From an optimization exercise on the open Yosys and OpenROAD flow, aimed at small area; shortcuts taken in it are not production practice. In this exercise RTL edits were held to simulation tests only and were not proved equivalent to the original. Power figures rest on the tool's default switching activity, not on a simulated workload.

## design/flow/design.v

```verilog
module num_to_svnseg(
    input [3:0] in,
    output [6:0] out);
    localparam [15:0] SEG6 = 16'b1101_0111_1110_1101;   
    localparam [15:0] SEG5 = 16'b0010_0111_1001_1111;   
    localparam [15:0] SEG4 = 16'b0010_1111_1111_1011;   
    localparam [15:0] SEG3 = 16'b0111_1011_0110_1101;   
    localparam [15:0] SEG2 = 16'b1111_1101_0100_0101;   
    localparam [15:0] SEG1 = 16'b1101_1111_0111_0001;   
    localparam [15:0] SEG0 = 16'b1110_1111_0111_1100;   
    assign out = ~{SEG6[in], SEG5[in], SEG4[in], SEG3[in], SEG2[in], SEG1[in], SEG0[in]};
endmodule
module svnseg_controller(
    input clk,
    input rst,
    input [7:0] num,
    output dig1,
    output dig2,
    output dig3,
    output dig4,
    output seg0,
    output seg1,
    output seg2,
    output seg3,
    output seg4,
    output seg5,
    output seg6,
    output seg7);
    localparam [12:0] POL = 13'b1010101010101;
    reg [12:0] q;
    wire [12:0] s = q ^ POL;
    wire tick = (s == 13'd0);
    always @(posedge clk)
        if (rst)
            q <= POL;
        else
            q <= {s[11:0], s[12] ^ s[3] ^ s[2] ^ s[0] ^ (s[11:0] == 0)} ^ POL;
    reg [1:0] shown;
    reg blank;
    reg [3:0] nib;
    wire [1:0] shown_n = shown + 2'd1;
    always @(posedge clk) begin
        if (rst) begin
            shown <= 2'd3;
            blank <= 1'b1;
        end else if (tick) begin
            shown <= shown_n;
            blank <= 1'b0;
        end
    end
    always @(posedge clk)
        if (tick)
            nib <= (shown_n == 2'd0) ? num[3:0] : (shown_n == 2'd1) ? num[7:4] : 4'h0;
    wire [6:0] svn;
    num_to_svnseg decode(
        .in(nib),
        .out(svn));
    assign dig1 = blank || shown != 2'd0;
    assign dig2 = blank || shown != 2'd1;
    assign dig3 = blank || shown != 2'd2;
    assign dig4 = blank || shown != 2'd3;
    assign {seg0, seg1, seg2, seg3, seg4, seg5, seg6} = blank ? 7'h7F : svn;
    assign seg7 = 1'b1;
endmodule
module uart_rx(
    input clk,
    input rst,
    input uart_rxd,
    output data_valid,
    output reg [7:0] data);
    localparam [8:0] POL = 9'b101010101;
    localparam [8:0] S0 = 9'b110101101;
    localparam [8:0] S216 = 9'b010011100;
    localparam [8:0] T = 9'b000101011;
    localparam [8:0] TM = 9'b101111110;
    localparam [3:0] IDLE = 4'd0, DV = 4'd1, START = 4'd2, STOP1 = 4'd3, STOP2 = 4'd4;
    reg [3:0] state;
    reg [8:0] q;
    wire [8:0] s = q ^ POL;
    wire [8:0] s_step = {s[7:0], s[8] ^ s[3]};
    wire term = ((s & TM) == (T & TM));
    reg [3:0] state_n;
    reg [8:0] s_n;
    always @(*) begin
        state_n = state;
        s_n = s_step;
        if (state[3]) begin
            if (term) begin
                s_n = S0;
                state_n = (state[2:0] == 3'd7) ? STOP1 : state + 4'd1;
            end
        end else
        case (state)
            START: if (term) begin
                s_n = S0;
                state_n = uart_rxd ? IDLE : 4'b1000;
            end
            STOP1: if (term) begin
                s_n = S216;
                state_n = STOP2;
            end
            STOP2: if (term)
                state_n = DV;
            default: begin
                s_n = S216;
                state_n = uart_rxd ? IDLE : START;
            end
        endcase
    end
    always @(posedge clk) begin
        q <= s_n ^ POL;
        if (rst)
            state <= IDLE;
        else
            state <= state_n;
        if (rst)
            data <= 8'h00;
        else if (state[3] && term)
            data[state[2:0]] <= uart_rxd;
    end
    assign data_valid = (state == DV);
endmodule
module uart_tx(
    input clk,
    input rst,
    input data_valid,
    input [7:0] data,
    output reg uart_txd_n);
    localparam [8:0] POL = 9'b101010101;
    localparam [8:0] S0 = 9'b110101101;
    localparam [8:0] T = 9'b000101011;
    localparam [8:0] TM = 9'b101111110;
    localparam [8:0] FM = 9'b101110100;
    localparam [3:0] IDLE = 4'd0, START = 4'd1, STOP = 4'd2;
    reg [3:0] state;
    reg [8:0] q;
    wire [8:0] s = q ^ POL;
    wire [8:0] s_step = {s[7:0], s[8] ^ s[3]};
    wire term = ((s & TM) == (T & TM));
    wire first = ((s & FM) == (S0 & FM));
    reg [3:0] state_n;
    reg [8:0] s_n;
    reg tx_n;
    always @(*) begin
        state_n = state;
        s_n = s_step;
        tx_n = 1'b1;
        if (state[3]) begin
            tx_n = first ? data[state[2:0]] : !uart_txd_n;
            if (term) begin
                s_n = S0;
                state_n = (state[2:0] == 3'd7) ? STOP : state + 4'd1;
            end
        end else
        case (state)
            START: begin
                tx_n = 1'b0;
                if (term) begin
                    s_n = S0;
                    state_n = 4'b1000;
                end
            end
            STOP: if (term)
                state_n = IDLE;
            default: begin
                s_n = S0;
                state_n = data_valid ? START : IDLE;
            end
        endcase
    end
    always @(posedge clk) begin
        q <= s_n ^ POL;
        if (rst) begin
            state <= IDLE;
            uart_txd_n <= 1'b0;
        end else begin
            state <= state_n;
            uart_txd_n <= !tx_n;
        end
    end
endmodule
module tonegen
(
    input clk,
    input rst,
    input [7:0] data,
    input data_valid,
    output signal
);
    localparam [18:0] TPOL = 19'b0000000000000000000;
    localparam [18:0] T0 = 19'b1100010010001100001;
    localparam [23:0] MPOL = 24'b010101010101010101010101;
    localparam [23:0] M1 = 24'b000000000000000000000001;
    localparam [23:0] MT = 24'b101011001111010011100010;
    reg [3:0] idx;
    reg [18:0] tq;
    reg waveform;
    reg mute;
    reg [23:0] mq;
    wire [18:0] ts = tq ^ TPOL;
    wire [23:0] ms = mq ^ MPOL;
    wire key = (data[7:5] == 3'b011) && ((!data[1] && data[2] && !data[3]) || (data[0] && !data[1] && !data[3] && !data[4]) || (data[0] && data[1] && !data[3] && data[4]) || (data[0] && !data[1] && !data[2] && data[3] && data[4]) || (data[2] && !data[3] && !data[4]) || (data[1] && !data[2] && data[3] && !data[4]) || (!data[0] && !data[2] && data[3] && !data[4]));
    wire [3:0] idx_n = key ? {data[4], data[2:0]} : 4'b0001;
    wire [18:0] target;
    assign target[0] = (!idx[2]) || (idx[0] && !idx[3]) || (idx[1] && !idx[3]);
    assign target[1] = (!idx[2]) || (!idx[0] && !idx[1]);
    assign target[2] = (!idx[3]) || (idx[1]) || (!idx[0]);
    assign target[3] = (idx[0] && !idx[1]) || (!idx[1] && !idx[3]) || (!idx[2] && !idx[3]);
    assign target[4] = !((idx[1] && !idx[2]) || (idx[0] && idx[2] && idx[3]) || (!idx[0] && !idx[3]));
    assign target[5] = (!idx[0] && !idx[1] && !idx[2]) || (!idx[0] && idx[3]) || (idx[0] && idx[2] && !idx[3]);
    assign target[6] = (!idx[2]) || (!idx[0]) || (idx[1] && idx[3]);
    assign target[7] = !((idx[3]) || (idx[1] && idx[2]));
    assign target[8] = (!idx[1] && !idx[2] && !idx[3]) || (!idx[0] && idx[1]);
    assign target[9] = (!idx[0] && idx[2]) || (idx[0] && !idx[1] && !idx[2]);
    assign target[10] = (idx[3]) || (idx[0]);
    assign target[11] = !((!idx[1] && !idx[3]) || (!idx[0] && !idx[2]));
    assign target[12] = !((!idx[1] && idx[3]) || (!idx[0] && !idx[1] && !idx[2]) || (idx[0] && idx[1] && idx[2] && !idx[3]));
    assign target[13] = (!idx[0] && idx[3]) || (idx[0] && idx[1] && idx[2]) || (!idx[1] && !idx[2]);
    assign target[14] = (idx[0] && idx[1] && idx[2] && !idx[3]) || (idx[0] && !idx[1] && idx[2] && idx[3]) || (!idx[1] && !idx[2] && !idx[3]);
    assign target[15] = (idx[0] && !idx[1] && !idx[2]) || (idx[3]);
    assign target[16] = 1'b1;
    assign target[17] = !((!idx[0]) || (!idx[1] && idx[2]));
    assign target[18] = (!idx[0] && !idx[1] && idx[2]) || (idx[3]) || (idx[0] && idx[1] && !idx[2]);
    wire start = data_valid;
    wire expire = (ms == MT);
    wire mute_n = !start && (mute || expire);
    wire match = (ts == target);
    always @(posedge clk) begin
        if (start || mute)
            mq <= M1 ^ MPOL;
        else
            mq <= {ms[22:0], ms[23] ^ ms[22] ^ ms[21] ^ ms[16]} ^ MPOL;
        if (start)
            idx <= idx_n;
        if (rst) begin
            tq <= T0 ^ TPOL;
            waveform <= 1'b0;
            mute <= 1'b1;
        end else begin
            mute <= mute_n;
            if (!mute_n) begin
                if (match) begin
                    tq <= T0 ^ TPOL;
                    waveform <= !waveform;
                end else
                    tq <= {ts[17:0], ts[18] ^ ts[10] ^ ts[5] ^ ts[1] ^ (ts[17:0] == 0)} ^ TPOL;
            end
        end
    end
    assign signal = !mute && waveform;
endmodule
module synth
(
    input FPGA_CLK,
    input RESET,
    input UART_RXD,
    output UART_TXD,
    output SVNSEG_DIG1,
    output SVNSEG_DIG2,
    output SVNSEG_DIG3,
    output SVNSEG_DIG4,
    output SVNSEG_SEG0,
    output SVNSEG_SEG1,
    output SVNSEG_SEG2,
    output SVNSEG_SEG3,
    output SVNSEG_SEG4,
    output SVNSEG_SEG5,
    output SVNSEG_SEG6,
    output SVNSEG_SEG7,
    output BEEP
);
    wire rx = !UART_RXD;
    wire valid;
    wire [7:0] data_byte;
    uart_rx uart_rx_inst
    (
        .clk(FPGA_CLK),
        .rst(RESET),
        .uart_rxd(rx),
        .data(data_byte),
        .data_valid(valid)
    );
    uart_tx uart_tx_inst
    (
        .clk(FPGA_CLK),
        .rst(RESET),
        .data(data_byte),
        .data_valid(valid),
        .uart_txd_n(UART_TXD)
    );
    svnseg_controller controller_inst
    (
        .clk(FPGA_CLK),
        .rst(RESET),
        .num(data_byte),
        .dig1(SVNSEG_DIG1),
        .dig2(SVNSEG_DIG2),
        .dig3(SVNSEG_DIG3),
        .dig4(SVNSEG_DIG4),
        .seg0(SVNSEG_SEG0),
        .seg1(SVNSEG_SEG1),
        .seg2(SVNSEG_SEG2),
        .seg3(SVNSEG_SEG3),
        .seg4(SVNSEG_SEG4),
        .seg5(SVNSEG_SEG5),
        .seg6(SVNSEG_SEG6),
        .seg7(SVNSEG_SEG7)
    );
    tonegen tonegen_inst
    (
        .clk(FPGA_CLK),
        .rst(RESET),
        .data(data_byte),
        .data_valid(valid),
        .signal(BEEP)
    );
endmodule
```

## design/flow/flow/run.sh

```bash
#!/bin/bash
# Own layout flow: the standard synthesis, then its combinational logic mapped
# again for area (registers untouched), then the standard layout steps
# with buf_1 port buffers and a clkbuf_8 clock tree without dummy loads.
# Each tool's full output goes to a log file of its own in this folder.
set -euo pipefail
W=$(pwd)
F=$W/flow
R=$W/orfs/results/sky130hd/synth/base
LIB=$FLOW_HOME/platforms/sky130hd/lib/sky130_fd_sc_hd__tt_025C_1v80.lib

bash standard.sh synth > $W/log_1_standard_synth.log 2>&1
cp $R/1_2_yosys.v $W/standard_1_2_yosys.v

python3 $F/mkcells.py $LIB $W/comb_cells.v > $W/log_2_mkcells.log 2>&1
# four ABC runs with different deepsyn seeds; keep the smallest netlist
for k in 1 2 3 4; do
  sed "s/&deepsyn -T 60/\&deepsyn -T 60 -S $k/" $F/area.abc > $W/area_$k.abc
  LIB=$LIB IN=$W/standard_1_2_yosys.v OUT=$W/remapped_$k.v CELLS=$W/comb_cells.v ABCSCRIPT=$W/area_$k.abc \
    yosys -c $F/remap.tcl > $W/log_3_remap_$k.log 2>&1 &
done
wait
best=$(for k in 1 2 3 4; do
  a=$(grep "Chip area" $W/remapped_$k.v.stat | awk '{print $NF}')
  [ -n "$a" ] && echo "$a $k"
done | sort -g | head -1 | awk '{print $2}')
echo "chosen remap $best" > $W/log_3_remap_choice.log
cp $W/remapped_$best.v $W/remapped.v
cp $W/remapped.v $R/1_2_yosys.v
rm -f $R/1_synth.odb $R/1_synth.sdc

bash standard.sh finish \
  "BUFFER_PORTS_ARGS=-buffer_cell sky130_fd_sc_hd__buf_1" \
  "CTS_ARGS=-sink_clustering_enable -repair_clock_nets -dont_use_dummy_load -buf_list sky130_fd_sc_hd__clkbuf_8" \
  > $W/log_4_standard_finish.log 2>&1
```

## design/flow/flow/area.abc

```
strash; &get -n; &fraig -x; &put; scorr; dc2; strash; &get -n; &deepsyn -T 60; &put; &get -n; &dch -f; &nf -R 1000; &put
```

## design/flow/flow/mkcells.py

```python
# Writes comb_cells.v: a Verilog model of every combinational sky130hd cell
# (from the liberty function attributes), for techmapping a mapped netlist back
# to plain logic. Tristate, power and sequential cells are left out.
import re, sys
lib = open(sys.argv[1]).read()
out = []
pos = 0
cells = [(m.start(), m.group(1)) for m in re.finditer(r'\n\s*cell\s*\(\s*"?(sky130_fd_sc_hd__\w+)"?\s*\)', lib)]
cells.append((len(lib), None))
for (s, name), (e, _) in zip(cells, cells[1:]):
    body = lib[s:e]
    if re.search(r'\b(ff|latch|statetable)\s*\(', body): continue
    if 'three_state' in body: continue
    pins = re.findall(r'\n\s*pin\s*\(\s*"?(\w+)"?\s*\)\s*\{(.*?)(?=\n\s*pin\s*\(|\Z)', body, re.S)
    ins, outs = [], []
    for pn, pb in pins:
        d = re.search(r'direction\s*:\s*"?(\w+)"?', pb)
        if not d: continue
        if d.group(1) == 'input': ins.append(pn)
        elif d.group(1) == 'output':
            f = re.search(r'function\s*:\s*"([^"]*)"', pb)
            if not f: break
            outs.append((pn, f.group(1)))
    else:
        if not outs: continue
        if any('VPWR' in f or 'VGND' in f for _, f in outs): continue
        ports = ins + [o for o, _ in outs]
        lines = ['module %s(%s);' % (name, ', '.join(ports))]
        lines += ['  input %s;' % p for p in ins] + ['  output %s;' % o for o, _ in outs]
        for o, f in outs:
            v = f.replace('!', '~').replace('*', '&').replace('+', '|')
            lines.append('  assign %s = %s;' % (o, v))
        lines.append('endmodule')
        out.append('\n'.join(lines))
open(sys.argv[2], 'w').write('\n'.join(out) + '\n')
print(len(out), 'cells')
```

## design/flow/flow/remap.tcl

```tcl
# Re-maps the combinational logic of the standard synthesis netlist for area.
# The registers stay exactly as the standard synthesis made them (same
# instances, names and cells): only combinational cells are turned back into
# logic (comb_cells.v, from the liberty functions) and mapped again by ABC.
# env: LIB, IN, OUT, CELLS, ABCSCRIPT
yosys -import
set lib $::env(LIB)
read_liberty -lib $lib
read_verilog -defer $::env(IN)
hierarchy -top synth
techmap -map $::env(CELLS)
techmap
opt -fast
opt_clean
tee -o $::env(OUT).before.stat stat -liberty $lib
abc -liberty $lib -dont_use *lpflow* -dont_use *probe* -script $::env(ABCSCRIPT)
opt_clean -purge
hilomap -singleton -hicell sky130_fd_sc_hd__conb_1 HI -locell sky130_fd_sc_hd__conb_1 LO
insbuf -buf sky130_fd_sc_hd__buf_4 A X
check -assert -mapped
tee -o $::env(OUT).stat stat -liberty $lib
write_verilog -noattr -nohex -nodec $::env(OUT)
```

## design/flow/standard.sh

```bash
#!/bin/bash
# synth_recipe.tcl (not shown) runs the flow's synth.tcl, then flattens the netlist and writes it again
# the make line also repeats each setting of config.mk as NAME=value (left out here)
make -C /OpenROAD-flow-scripts/flow DESIGN_CONFIG=/design/flow/config.mk WORK_HOME=/design/flow/orfs CLKGATE_MAP_FILE= SYNTH_SCRIPT=/design/flow/synth_recipe.tcl "${@:-finish}"
```

## design/flow/config.mk

```make
export PLATFORM = sky130hd
export DESIGN_NAME = synth
export DESIGN_NICKNAME = synth
export VERILOG_FILES = /design/flow/design.v
export SDC_FILE = /design/flow/constraint.sdc
export NUM_CORES = 4
export LEC_CHECK = 0
export CAP_MARGIN = 20
export CORE_MARGIN = 2
export CORE_UTILIZATION = 40
export CTS_BUF_LIST = sky130_fd_sc_hd__clkbuf_8
export SLEW_MARGIN = 20
```

## design/flow/constraint.sdc

```tcl
create_clock -name core_clock -period 10.0 [get_ports {FPGA_CLK}]
set_input_delay 2.0000 -clock core_clock [delete_from_list [all_inputs] [get_ports {FPGA_CLK}]]
set_output_delay 2.0000 -clock core_clock [all_outputs]
set_load 0.01 [all_outputs]
```

==> impl_results.rst, run 1 <==
.. list-table::
   :header-rows: 1

   * - Metric
     - Value
   * - Placed standard-cell area
     - 4318 µm²
   * - Startpoint-to-endpoint class of the critical path
     - reg2out
   * - Hold-critical path depth
     - 1
   * - Number of global-route vias before repair
     - 3208
   * - Share of final-layout standard cells stronger than drive strength 1
     - 0.02725
   * - Min-delay worst type
     - reg2reg
   * - Count of hold-fix buffers inserted at cts
     - 0
   * - Chip height
     - 105.1 µm
   * - Number of antenna diodes
     - 0
   * - Setup-failing EPs final
     - 0
   * - Endpoint of the lowest-slack register-to-register path
     - tonegen_inst.tq[7]$_SDFFE_PP0N_
   * - Nets in the synthesized netlist
     - 455
   * - R2R Setup Slk
     - 6.54 ns
   * - Worst IR Drop VDD
     - 81.66 µV
   * - GR Util met3
     - 0.04866
   * - Number of warning messages in the yosys log
     - 4
   * - Last weighted congestion value of the routability-driven placer
     - 0.9470
   * - Die area
     - 11040 µm²
   * - WL/cell
     - 14.15 µm
   * - Max-slew violations
     - 0
   * - Clock slew at reported path FFs
     - 0.07 ns
   * - GR Util met1
     - 0.2279
   * - Total count of hold-check failures in the final report
     - 0
   * - Wire length of the first global-routing pass
     - 14980 µm
   * - Num Clock Sinks
     - 104
   * - Busiest metal layer after global routing
     - met2
   * - DRC
     - 0
   * - Combined area of the multi-input logic cells
     - 1856 µm²
   * - Worst Hold End
     - controller_inst.q[6]$_SDFF_PP1_
   * - Commonest cells after routing, fill and taps aside
     - 96 x dfxtp_1, 60 x nor2_1, 52 x nand2_1, 35 x a21oi_1, 22 x o21ai_0
   * - R2r worst-path depth
     - 10
   * - Site row count
     - 36
   * - Max frequency
     - 275.7 MHz
   * - Most common cell after layout, fill and taps aside
     - dfxtp_1
   * - Mapped cell area
     - 4088 µm²
   * - Status
     - finished clean
   * - Setup tns final
     - 0 ns
   * - Cells after synthesis
     - 452
   * - Largest net degree at the start of global routing
     - 31
   * - Insertion delay to the later sink of the worst-skew pair
     - 0.36 ns
   * - Data arrival time of the worst path
     - 1.63 ns
   * - TritonCTS clock tree
     - done
   * - Ports placed on the boundary
     - 17
   * - Core area
     - 9864 µm²
   * - Fin crit share
     - 0.3628
   * - Resized Gates After CTS
     - 0
   * - Detailed router's first-iteration violation count
     - 154
   * - Reg2Reg Launch Point
     - tonegen_inst.idx[1]$_SDFFCE_PN0P_
   * - HPWL Detailed
     - 6124 µm
   * - Per-cell via count in the routed design
     - 5.520
   * - Number of max-capacitance violations reported
     - 0
   * - Final Cell Area
     - 4447 µm²
   * - Power density relative to cell area
     - 157.4 nW/µm²
   * - Number of H-tree levels
     - 3
   * - Initial core utilization
     - 0.4144
   * - Via count
     - 3367
   * - Required time of the critical path
     - 8.00 ns
   * - Routed wire length
     - 8633 µm
   * - Horizontal extent of the die
     - 105.1 µm
   * - Final Skew
     - 0.03123 ns
   * - Clock Tree Buf Depth
     - 2
   * - Clock Root Buffer
     - clkbuf_8
   * - Net count reported at finish
     - 482
   * - Antenna Violating Nets Remaining
     - 0
   * - Buffers added on ports
     - 15
   * - Post-CTS setup-driven buffer insertion count
     - 0
   * - Number of search-and-repair iterations in the first detailed-routing pass
     - 4
   * - Fill cells
     - 936
   * - Fin crit period
     - 3.628 ns
   * - Total overflow reported by the global router
     - 0
   * - Number of buffers created by CTS
     - 9
   * - Number of antenna violations at the first check in global routing
     - 0
   * - Syn_area_per_cell
     - 9.044 µm²
   * - Nature of the critical path startpoint
     - flip-flop
   * - Total routing resource utilization after global routing
     - 0.1650
   * - Slew at the pin closest to its max-slew limit
     - 0.9625 ns
   * - Unrepaired setup endpoints after global routing
     - no
   * - Syn-to-layout area delta
     - 8.785%
   * - Critical hold path startpoint
     - controller_inst.q[5]$_SDFF_PP0_
   * - Area taken by flip-flops and latches
     - 2162 µm²
   * - GR Layer Usage met2
     - 0.2468
   * - Rel. slew slack
     - 0.3524
   * - Sort of element at the end of the critical path
     - output pin
   * - Crit-path max FO
     - 6
   * - Static Leakage
     - 1.490 nW
[sequential cells by signal, indices dropped and copies added, names as in the netlist, named ones only]
register / flops
controller_inst.blank: 1
controller_inst.nib: 4
controller_inst.q: 13
controller_inst.shown: 2
tonegen_inst.idx: 4
tonegen_inst.mq: 24
tonegen_inst.mute: 1
tonegen_inst.tq: 19
tonegen_inst.waveform: 1
uart_rx_inst.data: 8
uart_rx_inst.q: 9
uart_rx_inst.state: 4
uart_tx_inst.q: 9
uart_tx_inst.state: 4
[per-layer routing]
layer | part of all wire | up-vias | routed length [µm]
met5 | 0 | - | 0
met4 | 0.013 | 0 | 112
met3 | 0.059 | 8 | 513
met2 | 0.45 | 94 | 3924
met1 | 0.47 | 1579 | 4082
li1 | - | 1686 | -
[how the worst max path moves through the flow]
stage	start	to	slack, ns	cells past startpoint
after floorplan	RESET	tonegen_inst.tq[18]$_SDFFE_PP1N_	6.85	3
after global placement	RESET	tonegen_inst.tq[18]$_SDFFE_PP1N_	6.26	5
after detailed placement	RESET	tonegen_inst.tq[18]$_SDFFE_PP1N_	6.22	5
after CTS	controller_inst.nib[3]$_DFFE_PN_	SVNSEG_SEG1	6.37	4
after global routing	tonegen_inst.idx[1]$_SDFFCE_PN0P_	tonegen_inst.tq[7]$_SDFFE_PP0N_	6.12	10
final	controller_inst.nib[3]$_DFFE_PN_	SVNSEG_SEG1	6.37	4
[stage by stage]
step / utilization / setup WS [ns] / cells / hold WS [ns] / total power [mW]
after floorplan: - / 6.849 / 452 / 0.3538 / 0.4924
after global placement: 0.4377 / 6.264 / 601 / 0.3621 / 0.5088
after detailed placement: 0.4377 / 6.223 / 601 / 0.3662 / 0.5108
after CTS: 0.4503 / 6.366 / 610 / 0.3756 / 0.7100
after global routing: 0.4508 / 6.116 / 610 / 0.3841 / 0.7351
final: 0.4508 / 6.372 / 610 / 0.3709 / 0.6998
[final cells by class]
cell class,instances,share of cell area
repair buffers,17,0.01604
multi-input cells,329,0.4173
well taps,133,0.03742
flip-flops and latches,104,0.4862
inverters,18,0.01519
clock buffers,9,0.02786
[worst max-delay path, stage by stage, from the launching register on]
cell	delay, ns
edfxtp_1	0.46
nand2_1	0.15
a21boi_0	0.32
o221ai_1	0.19
buf_1	0.16
[power breakdown]
group	internal (mW)	leakage [nW]	switching, mW
registers	0.431	0.854	0.0127
clock network	0.0809	0.0647	0.118
logic	0.0213	0.571	0.0363
==> run 2, diff against run 1 <==
--- a/design/flow/flow/run.sh
+++ b/design/flow/flow/run.sh
@@ -13,14 +13,14 @@
 cp $R/1_2_yosys.v $W/standard_1_2_yosys.v
 
 python3 $F/mkcells.py $LIB $W/comb_cells.v > $W/log_2_mkcells.log 2>&1
-# four ABC runs with different deepsyn seeds; keep the smallest netlist
-for k in 1 2 3 4; do
+# eight ABC runs with different deepsyn seeds; keep the smallest netlist
+for k in 1 2 3 4 5 6 7 8; do
   sed "s/&deepsyn -T 60/\&deepsyn -T 60 -S $k/" $F/area.abc > $W/area_$k.abc
   LIB=$LIB IN=$W/standard_1_2_yosys.v OUT=$W/remapped_$k.v CELLS=$W/comb_cells.v ABCSCRIPT=$W/area_$k.abc \
     yosys -c $F/remap.tcl > $W/log_3_remap_$k.log 2>&1 &
 done
 wait
-best=$(for k in 1 2 3 4; do
+best=$(for k in 1 2 3 4 5 6 7 8; do
   a=$(grep "Chip area" $W/remapped_$k.v.stat | awk '{print $NF}')
   [ -n "$a" ] && echo "$a $k"
 done | sort -g | head -1 | awk '{print $2}')
==> impl_results.rst, run 2 <==
.. list-table::
   :header-rows: 1

   * - Metric
     - Value
   * - Status
     - finished clean
   * - Endpoint of the lowest-slack register-to-register path
     - tonegen_inst.tq[16]$_SDFFE_PP0N_
   * - Site row count
     - 36
   * - Number of buffers created by CTS
     - 9
   * - Last weighted congestion value of the routability-driven placer
     - 0.8869
   * - HPWL Detailed
     - 6089 µm
   * - Max-slew violations
     - 0
   * - Worst IR Drop VDD
     - 105.1 µV
   * - Antenna Violating Nets Remaining
     - 0
   * - Buffers added on ports
     - 15
   * - Clock Root Buffer
     - clkbuf_8
   * - Insertion delay to the later sink of the worst-skew pair
     - 0.36 ns
   * - Nature of the critical path startpoint
     - flip-flop
   * - Post-CTS setup-driven buffer insertion count
     - 0
   * - Clock slew at reported path FFs
     - 0.11 ns
   * - Largest register FFs
     - 24
   * - Num Clock Sinks
     - 104
   * - Cells after synthesis
     - 457
   * - Detailed router's first-iteration violation count
     - 183
   * - Fill cells
     - 950
   * - Static Leakage
     - 1.522 nW
   * - Hold-critical path depth
     - 1
   * - Syn_area_per_cell
     - 8.966 µm²
   * - Crit-path max FO
     - 6
   * - Core area
     - 9864 µm²
   * - Chip height
     - 105.2 µm
   * - Fin crit share
     - 0.3911
   * - Most common cell after layout, fill and taps aside
     - dfxtp_1
   * - Count of hold-fix buffers inserted at cts
     - 0
   * - Worst slack after detailed placement
     - 5.852 ns
   * - Setup-failing EPs final
     - 0
   * - Setup tns final
     - 0 ns
   * - Rel. slew slack
     - 0.4193
   * - Horizontal extent of the die
     - 105.2 µm
   * - Total routing resource utilization after global routing
     - 0.1617
   * - Core Util, Final
     - 0.4521
   * - Data arrival time of the worst path
     - 1.91 ns
   * - Syn-to-layout area delta
     - 8.825%
   * - Share of final-layout standard cells stronger than drive strength 1
     - 0.02484
   * - Routed wire length
     - 8691 µm
   * - Final std cells w/o fill
     - 616
   * - Reg2Reg Launch Point
     - tonegen_inst.idx[0]$_SDFFCE_PN1P_
   * - Initial core utilization
     - 0.4154
   * - Number of H-tree levels
     - 3
   * - Final Cell Area
     - 4459 µm²
   * - Number of search-and-repair iterations in the first detailed-routing pass
     - 5
   * - Number of global-route vias before repair
     - 3206
   * - R2R Setup Slk
     - 7.00 ns
   * - Number of antenna violations at the first check in global routing
     - 0
   * - Via count
     - 3412
   * - Critical hold path startpoint
     - controller_inst.q[9]$_SDFF_PP0_
   * - Number of antenna diodes
     - 0
   * - Min-delay worst type
     - reg2reg
   * - Wire length of the first global-routing pass
     - 14780 µm
   * - Required time of the critical path
     - 8.00 ns
   * - Fin crit period
     - 3.911 ns
   * - Worst Hold End
     - controller_inst.q[10]$_SDFF_PP1_
   * - Largest net degree at the start of global routing
     - 28
   * - Power density relative to cell area
     - 157.9 nW/µm²
   * - Resized Gates After CTS
     - 0
   * - TritonCTS clock tree
     - done
   * - Net count reported at finish
     - 488
   * - Largest Register
     - tonegen_inst.mq
   * - Mapped cell area
     - 4098 µm²
   * - Slew at the pin closest to its max-slew limit
     - 0.8678 ns
   * - Max frequency
     - 255.7 MHz
   * - Unrepaired setup endpoints after global routing
     - no
   * - Least setup slack across all paths after layout
     - 6.089 ns
   * - Placed standard-cell area
     - 4335 µm²
   * - Startpoint-to-endpoint class of the critical path
     - reg2out
   * - R2r worst-path depth
     - 8
   * - Ports placed on the boundary
     - 17
   * - Number of warning messages in the yosys log
     - 4
   * - DRC
     - 0
   * - Total overflow reported by the global router
     - 0
   * - Per-cell via count in the routed design
     - 5.539
   * - WL/cell
     - 14.11 µm
   * - Final Skew
     - 0.03868 ns
   * - Number of max-capacitance violations reported
     - 0
   * - Die area
     - 11070 µm²
   * - Clock Tree Buf Depth
     - 2
   * - Placed Cells incl. Taps
     - 607
   * - Total count of hold-check failures in the final report
     - 0
   * - Nets in the synthesized netlist
     - 460
   * - Leading registers by flop count
     - tonegen_inst.mq: 24 flops, tonegen_inst.tq: 19 flops, controller_inst.q: 13 flops
   * - Sort of element at the end of the critical path
     - output pin
   * - Commonest cells after routing, fill and taps aside
     - 96 x dfxtp_1, 64 x nand2_1, 60 x nor2_1, 30 x a21oi_1, 30 x o21ai_0
## run 2: critical path, stage by stage, from the launching register on
cell      delay [ns]
edfxtp_1        0.46
or2_0           0.30
o21ai_0         0.24
nor2_1          0.09
or3_1           0.36
buf_1           0.14
## run 2: final cells by class
class / count / area, µm² / share of cell area
Timing Repair Buffer: 18 / 78.83 / 0.01768
Clock buffer: 9 / 123.9 / 0.02778
Multi-Input combinational cell: 336 / 1868 / 0.4189
Sequential cell: 104 / 2162 / 0.4848
Tap cell: 133 / 166.4 / 0.03732
Inverter: 16 / 60.06 / 0.01347
## run 2: worst max-delay path by stage
stage	start	endpoint	depth (start not counted)
final	controller_inst.nib[0]$_DFFE_PN_	SVNSEG_SEG1	5
after detailed placement	RESET	tonegen_inst.tq[0]$_SDFFE_PP1N_	6
after floorplan	RESET	tonegen_inst.tq[12]$_SDFFE_PP0N_	4
after global routing	controller_inst.nib[2]$_DFFE_PN_	SVNSEG_SEG1	5
after CTS	controller_inst.nib[0]$_DFFE_PN_	SVNSEG_SEG1	5
after global placement	RESET	tonegen_inst.tq[11]$_SDFFE_PP0N_	6
## run 2: per-stage QoR
stage / power (mW) / hold WS (ns)
floorplan: 0.4915 / 0.3578
global placement: 0.5086 / 0.3640
detailed placement: 0.5107 / 0.3685
CTS: 0.7128 / 0.3635
global route: 0.7373 / 0.3724
finish: 0.7042 / 0.3634
## run 2: per-layer routing
metal,up-vias,wire [µm],GRT usage,part of all wire
met1,1601,4292,0.2125,0.49
met3,16,289,0.03896,0.033
met5,-,0,0,0
li1,1724,-,-,-
met2,71,3958,0.2562,0.46
met4,0,150,0.06286,0.017
## run 2: report_power, final
part / switching [mW] / total (mW) / leakage [nW] / internal [mW]
clock: 0.122 / 0.203 / 0.0647 / 0.0812
sequential: 0.0127 / 0.444 / 0.866 / 0.431
combinational: 0.0366 / 0.0575 / 0.591 / 0.0209
total: 0.171 / 0.704 / 1.52 / 0.533
==> run 3, diff against run 2 <==
--- a/design/flow/design.v
+++ b/design/flow/design.v
@@ -43,14 +43,13 @@
         if (rst) begin
             shown <= 2'd3;
             blank <= 1'b1;
+            nib <= 4'h0;
         end else if (tick) begin
             shown <= shown_n;
             blank <= 1'b0;
+            nib <= (shown_n == 2'd0) ? num[3:0] : (shown_n == 2'd1) ? num[7:4] : 4'h0;
         end
     end
-    always @(posedge clk)
-        if (tick)
-            nib <= (shown_n == 2'd0) ? num[3:0] : (shown_n == 2'd1) ? num[7:4] : 4'h0;
     wire [6:0] svn;
     num_to_svnseg decode(
         .in(nib),
@@ -230,13 +229,14 @@
             mq <= M1 ^ MPOL;
         else
             mq <= {ms[22:0], ms[23] ^ ms[22] ^ ms[21] ^ ms[16]} ^ MPOL;
-        if (start)
-            idx <= idx_n;
         if (rst) begin
+            idx <= 4'b0001;
             tq <= T0 ^ TPOL;
             waveform <= 1'b0;
             mute <= 1'b1;
         end else begin
+            if (start)
+                idx <= idx_n;
             mute <= mute_n;
             if (!mute_n) begin
                 if (match) begin
==> impl_results.rst, run 3 <==
.. list-table::
   :header-rows: 1

   * - Metric
     - Value
   * - Status
     - finished clean
   * - TritonCTS clock tree
     - done
   * - Critical hold path startpoint
     - tonegen_inst.mq[11]$_SDFF_PP0_
   * - Nature of the critical path startpoint
     - flip-flop
   * - Total overflow reported by the global router
     - 0
   * - Data arrival time of the worst path
     - 1.58 ns
   * - Critical Path, Cell by Cell
     - nor2b_1 > a21oi_1 > o31a_1 > nand3_1 > buf_1
   * - Comb pwr share
     - 0.056
   * - Mapped cell area
     - 4064 µm²
   * - Nets in the synthesized netlist
     - 476
   * - Wire length of the first global-routing pass
     - 14650 µm
   * - Via count
     - 3432
   * - Fin crit period
     - 3.584 ns
   * - Max stage delay cell, worst path
     - dfxtp_1
   * - Sequential group share of total power
     - 0.645
   * - Unrepaired setup endpoints after global routing
     - no
   * - Clock slew at reported path FFs
     - 0.09 ns
   * - Site row count
     - 36
   * - Worst IR Drop VDD
     - 85.77 µV
   * - Share of total power consumed by net switching
     - 0.2264
   * - Rel. slew slack
     - 0.3738
   * - Syn-to-layout area delta
     - 8.651%
   * - Syn_area_per_cell
     - 8.592 µm²
   * - Number of H-tree levels
     - 3
   * - Share of total power in the clock network
     - 0.299
   * - Most common cell after layout, fill and taps aside
     - dfxtp_1
   * - Antenna Violating Nets Remaining
     - 0
   * - Startpoint-to-endpoint class of the critical path
     - reg2out
   * - Largest register FFs
     - 24
   * - Slew at the pin closest to its max-slew limit
     - 0.9359 ns
   * - Ports placed on the boundary
     - 17
   * - Initial core utilization
     - 0.4139
   * - Total routing resource utilization after global routing
     - 0.1617
   * - Kind of cell adding the most delay to the critical path
     - flip-flops
   * - Cells after synthesis
     - 473
   * - Number of max-capacitance violations reported
     - 0
   * - Crit-path max FO
     - 9
   * - Sort of element at the end of the critical path
     - output pin
   * - Count of hold-fix buffers inserted at cts
     - 0
   * - Clock Tree Buf Depth
     - 2
   * - Cell Int Power
     - 516.8 µW
   * - Fill cells
     - 999
   * - Final Skew
     - 0.02076 ns
   * - Static Leakage
     - 1.533 nW
   * - Per-cell via count in the routed design
     - 5.448
   * - Number of buffers created by CTS
     - 9
   * - WL/cell
     - 13.33 µm
   * - Largest net degree at the start of global routing
     - 28
   * - Number of search-and-repair iterations in the first detailed-routing pass
     - 5
   * - Reg2Reg Launch Point
     - tonegen_inst.idx[1]$_SDFFE_PP0P_
   * - Number of antenna violations at the first check in global routing
     - 0
   * - Worst slack after detailed placement
     - 6.303 ns
   * - Fin crit share
     - 0.3584
   * - Post-CTS setup-driven buffer insertion count
     - 0
   * - Max frequency
     - 279.0 MHz
   * - Max stage delay on crit path
     - 0.49 ns
   * - Required time of the critical path
     - 8.00 ns
   * - Insertion delay to the later sink of the worst-skew pair
     - 0.36 ns
   * - Num Clock Sinks
     - 104
   * - Sw power
     - 151.3 µW
   * - Detailed router's first-iteration violation count
     - 204
   * - Buffers added on ports
     - 15
   * - Number of warning messages in the yosys log
     - 4
   * - Chip height
     - 104.8 µm
   * - Last weighted congestion value of the routability-driven placer
     - 0.8863
   * - Horizontal extent of the die
     - 104.8 µm
   * - Min-delay worst type
     - reg2reg
   * - Power density relative to cell area
     - 151.3 nW/µm²
   * - Number of global-route vias before repair
     - 3173
   * - Largest Register
     - tonegen_inst.mq
   * - Net count reported at finish
     - 502
   * - Resized Gates After CTS
     - 0
   * - Total count of hold-check failures in the final report
     - 0
   * - Bufs and invs on worst path
     - 1
   * - Core area
     - 9819 µm²
   * - Share of final-layout standard cells stronger than drive strength 1
     - 0.02213
   * - Max-slew violations
     - 0
   * - Clock Root Buffer
     - clkbuf_8
   * - Die area
     - 10980 µm²
   * - HPWL Detailed
     - 5927 µm
   * - Commonest cells after routing, fill and taps aside
     - 104 x dfxtp_1, 69 x nor2_1, 66 x nand2_1, 30 x o21ai_0, 26 x a21oi_1
   * - Leading registers by flop count
     - tonegen_inst.mq: 24 flops, tonegen_inst.tq: 19 flops, controller_inst.q: 13 flops
   * - Routed wire length
     - 8395 µm
   * - Setup tns final
     - 0 ns
   * - Launch point of the worst path
     - controller_inst.nib[1]$_SDFFE_PP0N_
   * - Number of antenna diodes
     - 0
   * - DRC
     - 0
   * - Setup-failing EPs final
     - 0
   * - Least setup slack across all paths after layout
     - 6.416 ns
[run 3: layout make-up]
type	count	area, µm²	share of cell area
multi-input cells	353	1923	0.4355
flip-flops and latches	104	2082	0.4715
well taps	133	166.4	0.03769
repair buffers	16	63.81	0.01445
inverters	15	56.30	0.01275
clock buffers	9	123.9	0.02805
[run 3: routing by layer]
metal | up-vias | wire [µm] | track usage
li1 | 1741 | - | -
met1 | 1589 | 3959 | 0.2093
met2 | 88 | 3852 | 0.2579
met3 | 14 | 430 | 0.04117
met4 | 0 | 153 | 0.06381
met5 | - | 0 | 0
[run 3: final timing paths]
check / depth (start not counted) / slack [ns] / to
worst max-delay path: 5 / 6.42 / SVNSEG_SEG0
worst min-delay path: 1 / 0.37 / tonegen_inst.mq[12]$_SDFF_PP1_
worst max register to register: 9 / 6.68 / tonegen_inst.tq[1]$_SDFFE_PP0N_
worst min register to register: 1 / 0.37 / tonegen_inst.mq[12]$_SDFF_PP1_
[run 3: power groups by stage]
| stage | combinational (mW) | clock [mW] | sequential [mW] |
|---|---|---|---|
| after floorplan | 0.0272 | 0 | 0.438 |
| after CTS | 0.0379 | 0.207 | 0.431 |
| after detailed placement | 0.0378 | 0 | 0.440 |
| final | 0.0375 | 0.200 | 0.431 |
| after global routing | 0.0427 | 0.226 | 0.432 |
| after global placement | 0.0370 | 0 | 0.440 |
[run 3: metrics by stage]
step / area [µm²] / hold slack [ns] / util / cells / power (mW)
finish: 4415 / 0.3727 / 0.4497 / 630 / 0.6681
global route: 4415 / 0.3827 / 0.4497 / 630 / 0.7014
CTS: 4410 / 0.3747 / 0.4492 / 630 / 0.6750
detailed placement: 4287 / 0.3651 / 0.4365 / 621 / 0.4780
global placement: 4287 / 0.3617 / 0.4365 / 621 / 0.4768
floorplan: 4064 / 0.3533 / - / 473 / 0.4651
==> run 4, diff against run 3 <==
--- a/design/flow/flow/run.sh
+++ b/design/flow/flow/run.sh
@@ -13,14 +13,14 @@
 cp $R/1_2_yosys.v $W/standard_1_2_yosys.v
 
 python3 $F/mkcells.py $LIB $W/comb_cells.v > $W/log_2_mkcells.log 2>&1
-# eight ABC runs with different deepsyn seeds; keep the smallest netlist
-for k in 1 2 3 4 5 6 7 8; do
+# four ABC runs (one per core) with different deepsyn seeds; keep the smallest netlist
+for k in 1 2 3 4; do
   sed "s/&deepsyn -T 60/\&deepsyn -T 60 -S $k/" $F/area.abc > $W/area_$k.abc
   LIB=$LIB IN=$W/standard_1_2_yosys.v OUT=$W/remapped_$k.v CELLS=$W/comb_cells.v ABCSCRIPT=$W/area_$k.abc \
     yosys -c $F/remap.tcl > $W/log_3_remap_$k.log 2>&1 &
 done
 wait
-best=$(for k in 1 2 3 4 5 6 7 8; do
+best=$(for k in 1 2 3 4; do
   a=$(grep "Chip area" $W/remapped_$k.v.stat | awk '{print $NF}')
   [ -n "$a" ] && echo "$a $k"
 done | sort -g | head -1 | awk '{print $2}')
==> impl_results.rst, run 4 <==
.. list-table::
   :header-rows: 1

   * - Metric
     - Value
   * - Least setup slack across all paths after layout
     - 6.416 ns
   * - Most common cell after layout, fill and taps aside
     - dfxtp_1
   * - Max frequency
     - 279.0 MHz
   * - Chip height
     - 104.8 µm
   * - Max stage delay cell, worst path
     - dfxtp_1
   * - Worst IR Drop VDD
     - 85.77 µV
   * - Core area
     - 9819 µm²
   * - Syn-to-layout area delta
     - 8.651%
   * - Sort of element at the end of the critical path
     - output pin
   * - HPWL Detailed
     - 5927 µm
   * - Clock Root Buffer
     - clkbuf_8
   * - Cells after synthesis
     - 473
   * - DRC
     - 0
   * - Static Leakage
     - 1.533 nW
   * - Count of hold-fix buffers inserted at cts
     - 0
   * - TritonCTS clock tree
     - done
   * - Final Skew
     - 0.02076 ns
   * - Mapped cell area
     - 4064 µm²
   * - Share of total power in the clock network
     - 0.299
   * - Comb pwr share
     - 0.056
   * - Clock Tree Buf Depth
     - 2
   * - Fin crit share
     - 0.3584
   * - Number of H-tree levels
     - 3
   * - Sequential group share of total power
     - 0.645
   * - Number of search-and-repair iterations in the first detailed-routing pass
     - 5
   * - Sw power
     - 151.3 µW
   * - Number of buffers created by CTS
     - 9
   * - Critical Path, Cell by Cell
     - nor2b_1 > a21oi_1 > o31a_1 > nand3_1 > buf_1
   * - Routed wire length
     - 8395 µm
   * - Data arrival time of the worst path
     - 1.58 ns
   * - Crit-path max FO
     - 9
   * - Resized Gates After CTS
     - 0
   * - Commonest cells after routing, fill and taps aside
     - 104 x dfxtp_1, 69 x nor2_1, 66 x nand2_1, 30 x o21ai_0, 26 x a21oi_1
   * - Buffers added on ports
     - 15
   * - Max-slew violations
     - 0
   * - Insertion delay to the later sink of the worst-skew pair
     - 0.36 ns
   * - Rel. slew slack
     - 0.3738
   * - Antenna Violating Nets Remaining
     - 0
   * - Site row count
     - 36
   * - Busiest metal layer after global routing
     - met2
   * - Overall power consumption
     - 668.1 µW
   * - Largest Register
     - tonegen_inst.mq
   * - Setup-failing EPs final
     - 0
   * - Net count reported at finish
     - 502
   * - Last weighted congestion value of the routability-driven placer
     - 0.8863
   * - Kind of cell adding the most delay to the critical path
     - flip-flops
   * - Number of max-capacitance violations reported
     - 0
   * - Initial core utilization
     - 0.4139
   * - Nets in the synthesized netlist
     - 476
   * - Via count
     - 3432
   * - Leading registers by flop count
     - tonegen_inst.mq: 24 flops, tonegen_inst.tq: 19 flops, controller_inst.q: 13 flops
   * - Per-cell via count in the routed design
     - 5.448
   * - Power density relative to cell area
     - 151.3 nW/µm²
   * - Bufs and invs on worst path
     - 1
   * - Startpoint-to-endpoint class of the critical path
     - reg2out
   * - Core Util, Final
     - 0.4497
   * - Min-delay worst type
     - reg2reg
   * - GR Util met1
     - 0.2093
   * - Nature of the critical path startpoint
     - flip-flop
   * - Num Clock Sinks
     - 104
   * - Number of antenna diodes
     - 0
   * - Total count of hold-check failures in the final report
     - 0
   * - Total overflow reported by the global router
     - 0
   * - Total routing resource utilization after global routing
     - 0.1617
   * - Required time of the critical path
     - 8.00 ns
   * - Share of final-layout standard cells stronger than drive strength 1
     - 0.02213
   * - Wire length of the first global-routing pass
     - 14650 µm
   * - Post-CTS setup-driven buffer insertion count
     - 0
   * - Setup tns final
     - 0 ns
   * - Detailed router's first-iteration violation count
     - 204
   * - Ports placed on the boundary
     - 17
   * - Largest net degree at the start of global routing
     - 28
   * - Status
     - finished clean
   * - Syn_area_per_cell
     - 8.592 µm²
   * - Number of warning messages in the yosys log
     - 4
   * - Die area
     - 10980 µm²
   * - Number of global-route vias before repair
     - 3173
   * - Largest register FFs
     - 24
   * - Max stage delay on crit path
     - 0.49 ns
   * - Cell Int Power
     - 516.8 µW
   * - Fill cells
     - 999
   * - Share of total power consumed by net switching
     - 0.2264
   * - GR Util met3
     - 0.04117
   * - Horizontal extent of the die
     - 104.8 µm
   * - Number of antenna violations at the first check in global routing
     - 0
   * - Fin crit period
     - 3.584 ns
   * - Clock slew at reported path FFs
     - 0.09 ns
   * - Unrepaired setup endpoints after global routing
     - no
   * - WL/cell
     - 13.33 µm
   * - Slew at the pin closest to its max-slew limit
     - 0.9359 ns
   * - GR Layer Usage met2
     - 0.2579
   * - Worst slack after detailed placement
     - 6.303 ns
run 4: power groups by stage:
stage | Combinational, mW | Sequential [mW] | Clock, mW
finish | 0.0375 | 0.431 | 0.200
global route | 0.0427 | 0.432 | 0.226
CTS | 0.0379 | 0.431 | 0.207
detailed placement | 0.0378 | 0.440 | 0
global placement | 0.0370 | 0.440 | 0
floorplan | 0.0272 | 0.438 | 0
run 4: final cells by class:
cell class                      instances  area (µm²)  share of cell area
Sequential cell                       104        2082              0.4715
Inverter                               15       56.30             0.01275
Multi-Input combinational cell        353        1923              0.4355
Tap cell                              133       166.4             0.03769
Timing Repair Buffer                   16       63.81             0.01445
Clock buffer                            9       123.9             0.02805
run 4: path summary, 6_finish.rpt:
kind | depth (start not counted) | slack [ns] | end | startpoint
setup reg to reg | 9 | 6.68 | tonegen_inst.tq[1]$_SDFFE_PP0N_ | tonegen_inst.idx[1]$_SDFFE_PP0P_
hold reg to reg | 1 | 0.37 | tonegen_inst.mq[12]$_SDFF_PP1_ | tonegen_inst.mq[11]$_SDFF_PP0_
setup / recovery | 5 | 6.42 | SVNSEG_SEG0 | controller_inst.nib[1]$_SDFFE_PP0N_
hold / removal | 1 | 0.37 | tonegen_inst.mq[12]$_SDFF_PP1_ | tonegen_inst.mq[11]$_SDFF_PP0_
run 4: through the flow:
step | cell area, µm² | cells | hold WS (ns)
6_report | 4415 | 630 | 0.3727
3_5_place_dp | 4287 | 621 | 0.3651
5_1_grt | 4415 | 630 | 0.3827
4_1_cts | 4410 | 630 | 0.3747
2_1_floorplan | 4064 | 473 | 0.3533
3_3_place_gp | 4287 | 621 | 0.3617
run 4: worst reg2reg max path, cell delays in order (launching register included):
cell	delay (ns)
dfxtp_1	0.46
o21ai_0	0.37
o21ai_0	0.20
o21ai_0	0.11
nand2_1	0.07
a2111oi_0	0.46
nand3_1	0.14
nor4_1	0.67
nor2_1	0.44
a22o_1	0.29
run 4: routing by layer:
| layer | part of all wire | wire (µm) | vias up |
|---|---|---|---|
| met2 | 0.46 | 3852 | 88 |
| met4 | 0.018 | 153 | 0 |
| met1 | 0.47 | 3959 | 1589 |
| met3 | 0.051 | 430 | 14 |
| met5 | 0 | 0 | - |
| li1 | - | - | 1741 |

what the ideal ports hide:
How much do the figures lean on ideal ports? The routed layouts below were timed once more, with nothing changed but the port constraints.
Step 1: set_driving_cell puts a clkbuf_16 on FPGA_CLK and a buf_2 on each other input, an assumption about the parent block.
Step 2 adds t to the input delays and takes it off the output delays; t is the mean of the earliest and latest rising clock arrival at the registers after step 1. Input paths then give back, and output paths get back, about the clock's delay inside the block.
a / b / c = ideal / step 1 / step 2; a / b = the first two.
| run | t, ns | setup slack, ns | latest minus earliest clock arrival (ns) | cell pins on the clock port's net |
|---|---|---|---|---|
| run 1 | 0.380 | 6.372 / 6.341 / 6.215 | 0.033 / 0.032 | 1 |
| run 2 | 0.378 | 6.089 / 6.055 / 5.851 | 0.039 / 0.040 | 1 |
| run 3 | 0.380 | 6.416 / 6.385 / 6.271 | 0.021 / 0.021 | 1 |
| run 4 | 0.380 | 6.416 / 6.385 / 6.271 | 0.021 / 0.021 | 1 |
After both steps setup and hold are still met in every run listed. For run 2, which loses most, drivers alone change the setup slack by -0.034 ns; drivers and shift together by -0.238 ns.
